What follows belongs to an exercise in optimizing a design on an open flow for small area, a short achievable clock period and few clock cycles; a production flow would make more cautious choices.
RTL that was checked went through simulation tests only; none was proved equivalent to the original.
Power is estimated from default activity; no workload was simulated.

run 1:
==> flow/design.v (excerpt) <==
module Main_PipeLine(clk, reset, imem_addr, imem_rdata, dmem_addr, dmem_wdata, dmem_we, dmem_rdata);
	input clk, reset;
	output [31:0]imem_addr;
	input [31:0]imem_rdata;
	output [31:0]dmem_addr, dmem_wdata;
	output dmem_we;
	input [31:0]dmem_rdata;
	reg [9:0]pc;
	reg [31:0]a_e, b_e;
	reg [15:0]imm_e;
	reg sx_e, alusrc_e, sub_e;
	reg [6:0]sel_e;
	reg [4:0]dest_e;
	reg rw_e, mw_e, mr_e, br_e, bne_e, pt_e;
	reg [9:0]alt_e;
	wire [31:0]srcb = alusrc_e ? {{16{sx_e & imm_e[15]}}, imm_e} : b_e;
	wire [31:0]aluy;
	wire eq;
	ALU alu(.A(a_e), .B(srcb), .sub(sub_e), .sel(sel_e), .Y(aluy), .Z(eq));
	wire [11:0]maddr = a_e[11:0] + imm_e[11:0];
	assign dmem_addr = {20'h0, maddr};
	assign dmem_wdata = b_e;
	assign dmem_we = mw_e;
	wire [31:0]wb = mr_e ? dmem_rdata : aluy;
	wire mis = br_e & (eq ^ bne_e ^ pt_e);
	wire [31:0]ins = imem_rdata;
	wire [5:0]op = ins[31:26];
	wire [4:0]rs = ins[25:21];
  ...
clock: 6.8 ns
lec_check: 0
cap_margin: 20
core_margin: 2
core_utilization: 30
place_density: 0.5
setup_slack_margin: 2.5
slew_margin: 20
run.sh (not shown) runs the stock make flow with config.mk's settings and CLKGATE_MAP_FILE= SYNTH_SCRIPT=/design/flow/synth_recipe.tcl, a recipe that flattens the netlist after the stock synthesis.
### run 1 -> run 2
- swapping 0.5 for 0.6 in PLACE_DENSITY
- clearing SETUP_SLACK_MARGIN, which used to be 2.5
- swapping 30 for 40 in CORE_UTILIZATION
==> summary.txt <==
Run 2 against run 1: maximum frequency down 36 MHz, detailed-routed wire length on met2 lost 13 mm, die extent in y went down 13%, clock skew went down 0.0032 ns. From run 1 to run 2 the numbers moved as follows: total wire length after detailed routing decreased 21 mm; mean number of vias per cell increased 11%; register share of total power increased 2.8 points; clock period minus final worst setup slack increased 0.86 ns. The worst setup path endpoint comes out dmem_addr[10] in one run and regfile.regfile[10][22] in the other, namely in run 1 and run 2 respectively. Run 2 went all the way through the flow, and no timing, DRC or antenna check failed.
The following lists how run 3 was set up differently from run 2:
- an added SETUP_SLACK_MARGIN of 3.5
==> comparison <==
Run 3: all stages complete, timing, DRC and antenna checks passed. Comparing the two runs side by side, run 3 comes out ahead of run 2 on final worst setup slack. Taking run 3 over run 2, the total power ratio works out to 1.14. Compared with run 2, run 3 shows peak supply drop that has gone up by a few percent. [compare] base=run 2 new=run 3: initial antenna violation count went up 2, maximum cell stage delay along the critical path now sits lower. Critical path startpoint = alusrc_e: run 2; critical path startpoint = a_e[0]: run 3. Looking at final wirelength, run 3 sits 10% above run 2. Run 3 — number of inverters outside the clock class in the layout about 13% higher, run 2 as reference.
Function was not checked in any run of this note: the RTL went through the layout flow alone.

== P ==
The RTL this note starts from:
==> flow/design.v <==
`timescale 1ns / 1ps
module ALU(input [31:0]A, Bx,
			input sub,
			input [6:0]sel,
			output [31:0]Y,
			output Z);
	wire [31:0]s;
	wire co, s0, c16, hs0, hs1;
	wire [15:0]h0, h1;
	wire co0, co1;
	assign {c16, s[15:0], s0} = {1'b0, A[15:0], 1'b1} + {1'b0, Bx[15:0], sub};
	assign {co0, h0} = {1'b0, A[31:16]} + {1'b0, Bx[31:16]};
	assign {co1, h1, hs1} = {1'b0, A[31:16], 1'b1} + {1'b0, Bx[31:16], 1'b1};
	assign s[31:16] = c16 ? h1 : h0;
	assign co = c16 ? co1 : co0;
	wire [31:0]x = A ^ Bx;
	wire [31:0]o = A | Bx;
	wire lt = (A[31] ^ ~Bx[31]) ? A[31] : s[31];
	wire ltu = ~co;
	assign Z = (x == 32'h0);
	assign Y = ({32{sel[0]}} & s) |
	           ({32{sel[1]}} & (A & Bx)) |
	           ({32{sel[2]}} & o) |
	           ({32{sel[3]}} & x) |
	           ({32{sel[4]}} & ~o) |
	           {31'h0, (sel[5] & lt) | (sel[6] & ltu)};
endmodule
`timescale 1ns / 1ps
module RegisterFile_PipeLine(ReadHi1, ReadLo1, ReadHi2, ReadLo2, WriteReg, RegWrite, WriteData, clk, ReadData1, ReadData2);
	input [3:0]ReadHi1, ReadHi2;
	input [7:0]ReadLo1, ReadLo2;
	input [4:0]WriteReg;
	input clk, RegWrite;
	input [31:0]WriteData;
	output reg [31:0]ReadData1, ReadData2;
	reg [31:0]regfile[31:1];
	integer i;
	always @(*) begin
		ReadData1 = 32'h0;
		ReadData2 = 32'h0;
		for (i = 1; i < 32; i = i + 1) begin
			ReadData1 = ReadData1 | ({32{ReadHi1[i / 8] & ReadLo1[i % 8]}} & regfile[i]);
			ReadData2 = ReadData2 | ({32{ReadHi2[i / 8] & ReadLo2[i % 8]}} & regfile[i]);
		end
	end
	always @(posedge clk)
		if(RegWrite && WriteReg != 5'h00)
			regfile[WriteReg] <= WriteData;
endmodule
`timescale 1ns / 1ps
module Main_PipeLine(clk, reset, imem_addr, imem_rdata, dmem_addr, dmem_wdata, dmem_we, dmem_rdata);
	input clk, reset;
	output [31:0]imem_addr;
	input [31:0]imem_rdata;
	output [31:0]dmem_addr, dmem_wdata;
	output dmem_we;
	input [31:0]dmem_rdata;
	reg [9:0]pc;
	reg v_d;
	reg [31:0]ins_d;
	reg [9:0]pc_d, alt_d;
	reg pt_d;
	reg [3:0]rshi_d, rthi_d;
	reg [7:0]rslo_d, rtlo_d;
	reg [31:0]a_e, b_e;
	reg sub_e;
	reg [6:0]sel_e;
	reg [4:0]dest_e;
	reg rw_e, mw_e, mr_e, br_e, bne_e, pt_e;
	reg [9:0]alt_e;
	reg [9:0]maddr_e;
	wire [31:0]aluy;
	wire eq;
	ALU alu(.A(a_e), .Bx(b_e), .sub(sub_e), .sel(sel_e), .Y(aluy), .Z(eq));
	assign dmem_addr = {20'h0, maddr_e, 2'b00};
	assign dmem_wdata = b_e;
	assign dmem_we = mw_e;
	wire [31:0]wb = aluy | ({32{mr_e}} & dmem_rdata);
	wire mis = br_e & (eq ^ bne_e ^ pt_e);
	wire [5:0]op = ins_d[31:26];
	wire [4:0]rs = ins_d[25:21];
	wire [4:0]rt = ins_d[20:16];
	wire [4:0]rd = ins_d[15:11];
	wire [5:0]fn = ins_d[5:0];
	wire rtype = (op == 6'd0);
	wire ialu = (op[5:3] == 3'b001);
	wire lw = (op == 6'd35);
	wire sw = (op == 6'd43);
	wire isbr = (op[5:1] == 5'b00010);
	wire [31:0]rf1, rf2;
	RegisterFile_PipeLine regfile(.ReadHi1(rshi_d), .ReadLo1(rslo_d), .ReadHi2(rthi_d), .ReadLo2(rtlo_d), .WriteReg(dest_e), .RegWrite(rw_e),
		.WriteData(wb), .clk(clk), .ReadData1(rf1), .ReadData2(rf2));
	wire fa = rw_e && (dest_e == rs);
	wire fb = rw_e && (dest_e == rt);
	wire [31:0]ra = fa ? wb : rf1;
	wire [31:0]rb = fb ? wb : rf2;
	wire [11:0]maddr_d;
	assign maddr_d = rf1[11:0] + ins_d[11:0];
	wire stall = v_d && (lw || sw) && fa && ~mis;
	wire rw_d = (rtype && fn != 6'd0) || ialu || lw;
	wire [4:0]dest_d = rtype ? rd : rt;
	wire [6:0]sel_d;
	wire [3:0]code = rtype ? fn[3:0] :
	                 ialu ? (op[2] ? {2'b01, op[1:0]} : (op[1] ? {3'b101, op[0]} : 4'b0000)) :
	                 lw ? 4'b1111 : 4'b0000;
	assign sel_d[0] = (code[3:2] == 2'b00);
	assign sel_d[1] = (code == 4'b0100);
	assign sel_d[2] = (code == 4'b0101);
	assign sel_d[3] = (code == 4'b0110);
	assign sel_d[4] = (code == 4'b0111);
	assign sel_d[5] = (code == 4'b1010);
	assign sel_d[6] = (code == 4'b1011);
	wire sub_d = (code[3:1] == 3'b001) || code[3];
	wire sx_d = ~(ialu && op[2]);
	wire alusrc_d = ~rtype && ~isbr && ~sw;
	wire [31:0]imm_d = {{16{sx_d & ins_d[15]}}, ins_d[15:0]};
	wire [31:0]bx_d = (alusrc_d ? imm_d : rb) ^ {32{sub_d}};
	wire [31:0]ins = imem_rdata;
	wire isbr_f = (ins[31:27] == 5'b00010);
	wire [9:0]pc1 = pc + 10'd1;
	wire [9:0]tgt = pc1 + ins[9:0];
	wire pt_f = isbr_f && ((ins[25:21] == ins[20:16]) ? ~ins[26] : (ins[26] | ins[15]));
	wire [9:0]npc = mis ? alt_e : (stall ? pc_d : (pt_f ? tgt : pc1));
	assign imem_addr = {20'h0, pc, 2'b00};
	always @(posedge clk) begin
		ins_d <= ins;
		rshi_d <= 4'b0001 << ins[25:24];
		rslo_d <= 8'b00000001 << ins[23:21];
		rthi_d <= 4'b0001 << ins[20:19];
		rtlo_d <= 8'b00000001 << ins[18:16];
		pc_d <= pc;
		pt_d <= pt_f;
		alt_d <= pt_f ? pc1 : tgt;
		a_e <= ra;
		b_e <= bx_d;
		sub_e <= sub_d;
		sel_e <= sel_d;
		dest_e <= dest_d;
		bne_e <= op[0];
		pt_e <= pt_d;
		alt_e <= alt_d;
		maddr_e <= maddr_d[11:2];
		if (reset) begin
			pc <= 10'h0;
			v_d <= 1'b0;
			rw_e <= 1'b0;
			mw_e <= 1'b0;
			mr_e <= 1'b0;
			br_e <= 1'b0;
		end else begin
			pc <= npc;
			v_d <= ~mis && ~stall;
			rw_e <= v_d && ~mis && ~stall && rw_d && (dest_d != 5'h0);
			mw_e <= v_d && ~mis && ~stall && sw;
			mr_e <= lw;
			br_e <= v_d && ~mis && isbr;
		end
	end
endmodule
Settings: LEC_CHECK=0, CAP_MARGIN=20, CORE_MARGIN=2, CORE_UTILIZATION=30, CTS_CLUSTER_DIAMETER=60, CTS_CLUSTER_SIZE=30, PLACE_DENSITY=0.65, SETUP_SLACK_MARGIN=3.5, SLEW_MARGIN=20, TNS_END_PERCENT=5; clock period 6.8 ns.
P was carried through to the last stage, and its layout satisfied the timing, DRC and antenna checks.
Testbench counts of P, summed over its fixed seeds: cycles 36,150.
Relative to P, the following input files were edited for Q:
- PLACE_DENSITY changed from 0.65 to 0.5
- CTS_CLUSTER_DIAMETER removed (was 60)
- CTS_CLUSTER_SIZE removed (was 30)
Notes after the runs:
- Arrival time reported for the critical path endpoint came out higher on Q than on P.
- In Q the total via count after detailed routing turned out 396 lower than in P.
- Relative to P, the total detailed-routing wirelength measured on Q has increased by a little under 10%.
- Portion of the clock cycle consumed by the worst path in the final layout | Q above P
The following lists how R was set up differently from Q:
- setting CTS_CLUSTER_DIAMETER to 60 for the first time
- setting CTS_CLUSTER_SIZE to 30 for the first time
- changing PLACE_DENSITY from 0.5 to 0.6
[summary]
Compared with Q, R is more frugal on power. NOTE clock buffer count Q->R decreased by more than a quarter. Delta (R minus Q): via count went up by 0.44%; number of cells in the design after placement held steady; layout overhead on the synthesized area now sits lower. R: done, clean on timing, DRC and antenna.

==> port drivers added, routing unchanged <==
Ports are ideal in the flow. The routed layouts listed here were re-timed in OpenROAD.
Step 1 (the two cells are an assumption about what drives the block):
set clk [get_ports {clk}]
set_driving_cell -lib_cell sky130_fd_sc_hd__clkbuf_16 $clk
set_driving_cell -lib_cell sky130_fd_sc_hd__buf_2 [delete_from_list [all_inputs] $clk]
Step 2 adds t to the input delays and takes it off the output delays; t is the mean of the earliest and latest rising clock arrival at the registers after step 1. Input paths then give back, and output paths get back, about the clock's delay inside the block.
Slacks: ideal ports / drivers / drivers and shift; pairs: ideal ports / drivers.
| run | t (ns) | setup WS [ns] | hold WS [ns] | clock arrival spread, ns |
|---|---|---|---|---|
| run 1 | 0.849 | 2.311 / 2.227 / 1.508 | 0.475 / 0.475 / 0.475 | 0.036 / 0.036 |
| run 2 | 0.822 | 1.451 / 1.388 / 1.143 | 0.475 / 0.475 / 0.475 | 0.033 / 0.033 |
| run 3 | 0.834 | 2.451 / 2.368 / 2.423 | 0.480 / 0.480 / 0.480 | 0.045 / 0.044 |
| P | 0.790 | 3.229 / 3.229 / 2.858 | 0.333 / 0.333 / 0.333 | 0.059 / 0.059 |
| Q | 0.861 | 3.139 / 3.139 / 2.570 | 0.325 / 0.325 / 0.325 | 0.048 / 0.047 |
| R | 0.835 | 3.207 / 3.207 / 2.867 | 0.331 / 0.331 / 0.331 | 0.051 / 0.051 |
After both steps setup and hold are still met in every run listed. For run 1, which loses most, drivers alone change the setup slack by -0.084 ns; drivers and shift together by -0.803 ns.
